This is an optimization exercise on Yosys and OpenROAD, whose aim is small area, not a production implementation.
The RTL was checked by simulation tests, not by an equivalence proof against the original design.
Power figures rest on the tool's default switching activity, not on a simulated workload.

Design uart_telemetry, start of the top module:
module uart_telemetry (
    input  logic        clk,
    input  logic        rst,
    input  logic [7:0]  tx_data,
    input  logic        tx_fifo_empty,
    output logic        tx_fifo_read,
    output logic        tx,
    output logic        tx_busy,
    input  logic        rx,
    output logic [7:0]  rx_data,
    output logic        rx_busy,
    output logic [31:0] score,
    output logic        score_valid
);
Size: roughly 320 cells after synthesis.
clock: 20.0 ns
lec_check: 0
cap_margin: 20
core_margin: 2
core_utilization: 40
cts_buf_list: sky130_fd_sc_hd__clkbuf_8
slew_margin: 20
standard.sh (not shown) runs the stock make flow with config.mk's settings and CLKGATE_MAP_FILE= SYNTH_SCRIPT=/design/flow/synth_recipe.tcl, a recipe that flattens the netlist after the stock synthesis.
==> flow/flow/run.sh <==
#!/bin/bash
# The standard layout (standard.sh) with these changes to how it is made:
#  - synthesis maps logic with an area-oriented abc script (area.abc) instead of
#    the speed script, and without the separate adder mapping step; register
#    mapping and naming are the standard synthesis's (synth_wrap.tcl);
#  - the port buffers inserted in global placement use the smallest buffer cell;
#  - clock tree synthesis adds no dummy loads to balance the leaf nets.
# The whole make output goes to standard_flow.log; each step logs under orfs/logs.
set -euo pipefail
here=$(pwd)
std_synth=$(grep -o 'SYNTH_SCRIPT=[^ ]*' standard.sh | head -1 | cut -d= -f2)
export FLOW_SYNTH_TCL="$std_synth"
export UART_ABC_SCRIPT="$here/flow/area.abc"
export BUFFER_PORTS_ARGS="-buffer_cell sky130_fd_sc_hd__buf_1"
export CTS_ARGS="-sink_clustering_enable -repair_clock_nets -buf_list sky130_fd_sc_hd__clkbuf_8 -dont_use_dummy_load"
bash standard.sh SYNTH_SCRIPT="$here/flow/synth_wrap.tcl" ADDER_MAP_FILE= finish > standard_flow.log 2>&1
==> flow/flow/area.abc <==
&get -n
&st
&dch -f
&nf -R 1000
&put
==> flow/flow/synth_wrap.tcl <==
# The standard synthesis script (FLOW_SYNTH_TCL, the standard flow's own), except that
# abc maps the logic with the area-oriented script in UART_ABC_SCRIPT.
# Registers are mapped before abc runs, so they are the standard synthesis's.
proc abc {args} {
  set i [lsearch -exact $args -script]
  if {$i >= 0} {
    set args [lreplace $args [expr {$i + 1}] [expr {$i + 1}] $::env(UART_ABC_SCRIPT)]
  }
  yosys abc {*}$args
}
source $::env(FLOW_SYNTH_TCL)
Edit:
--- a/flow/flow/run.sh
+++ b/flow/flow/run.sh
@@ -14,3 +14,3 @@
 export BUFFER_PORTS_ARGS="-buffer_cell sky130_fd_sc_hd__buf_1"
-export CTS_ARGS="-sink_clustering_enable -repair_clock_nets -buf_list sky130_fd_sc_hd__clkbuf_8 -dont_use_dummy_load"
+export CTS_ARGS="-sink_clustering_enable -repair_clock_nets -buf_list sky130_fd_sc_hd__clkbuf_8 -dont_use_dummy_load -sink_clustering_size 30 -sink_clustering_max_diameter 200"
 bash standard.sh SYNTH_SCRIPT="$here/flow/synth_wrap.tcl" ADDER_MAP_FILE= finish > standard_flow.log 2>&1
Result: Clock power barely changes; routed wire length is unchanged; sequential share of layout area stays the same; setup slack is unchanged; first-iteration DRC count is unchanged; die area is unchanged; non-clock buffer count does not change; power is unchanged.
Edit:
--- a/flow/flow/run.sh
+++ b/flow/flow/run.sh
@@ -14,3 +14,3 @@
 export BUFFER_PORTS_ARGS="-buffer_cell sky130_fd_sc_hd__buf_1"
-export CTS_ARGS="-sink_clustering_enable -repair_clock_nets -buf_list sky130_fd_sc_hd__clkbuf_8 -dont_use_dummy_load -sink_clustering_size 30 -sink_clustering_max_diameter 200"
+export CTS_ARGS="-sink_clustering_enable -repair_clock_nets -buf_list sky130_fd_sc_hd__clkbuf_8 -dont_use_dummy_load"
 bash standard.sh SYNTH_SCRIPT="$here/flow/synth_wrap.tcl" ADDER_MAP_FILE= finish > standard_flow.log 2>&1
==> flow/flow/area.abc (replaced) <==
&get -n
&st
&dch -f
&if -K 6 -a
&mfs
&st
&dch -f -x
&nf -R 2000 -E 0
&put
Outcome: The changed run went through all stages and came out clean. Global-route usage rose by 0.26 points. Worst setup slack loses 0.017 ns. Worst hold slack gains 0.026 ns. Maximum frequency is about the same. Sequential cell count does not change. Synthesized cell count fell by 3.4%.
Edit:
--- a/flow/flow/run.sh
+++ b/flow/flow/run.sh
@@ -15,2 +15,2 @@
 export CTS_ARGS="-sink_clustering_enable -repair_clock_nets -buf_list sky130_fd_sc_hd__clkbuf_8 -dont_use_dummy_load"
-bash standard.sh SYNTH_SCRIPT="$here/flow/synth_wrap.tcl" ADDER_MAP_FILE= finish > standard_flow.log 2>&1
+bash standard.sh SYNTH_SCRIPT="$here/flow/synth_wrap.tcl" ADDER_MAP_FILE= SKIP_REPAIR_TIE_FANOUT=1 finish > standard_flow.log 2>&1
The changed run completed without violations.
Total power shrinks by 0.43%.
Clock skew hardly moves.
Register-to-register slack is better by 0.05 ns.
Sequential power stays flat.

==> static timing again, ports no longer ideal <==
How much do the figures lean on ideal ports? The routed layouts below were timed once more, with nothing changed but the port constraints. Step 1 sets driving cells, clkbuf_16 on the clock port and buf_2 on the other inputs (assumed; they add their load-dependent delay and slew). Step 2 adds t to the input delays and takes it off the output delays; t is the mean of the earliest and latest rising clock arrival at the registers after step 1. Input paths then give back, and output paths get back, about the clock's delay inside the block. Slacks: ideal / step 1 / step 2; pairs: ideal / step 1.
| run | shift t [ns] | setup slack, ns | worst setup path at the end | worst slew at a driven data input, ns | pins driven straight from the clock port |
|---|---|---|---|---|---|
| the first run | 0.383 | 11.107 / 11.087 / 11.087 | input to output | 0.03 | 1 |
| the second run | 0.383 | 11.107 / 11.087 / 11.087 | input to output | 0.03 | 1 |
| the third run | 0.379 | 11.090 / 11.070 / 11.070 | input to output | 0.04 | 1 |
| the fourth run | 0.376 | 11.133 / 11.114 / 11.114 | input to output | 0.03 | 1 |
After both steps every run listed still meets setup and hold.
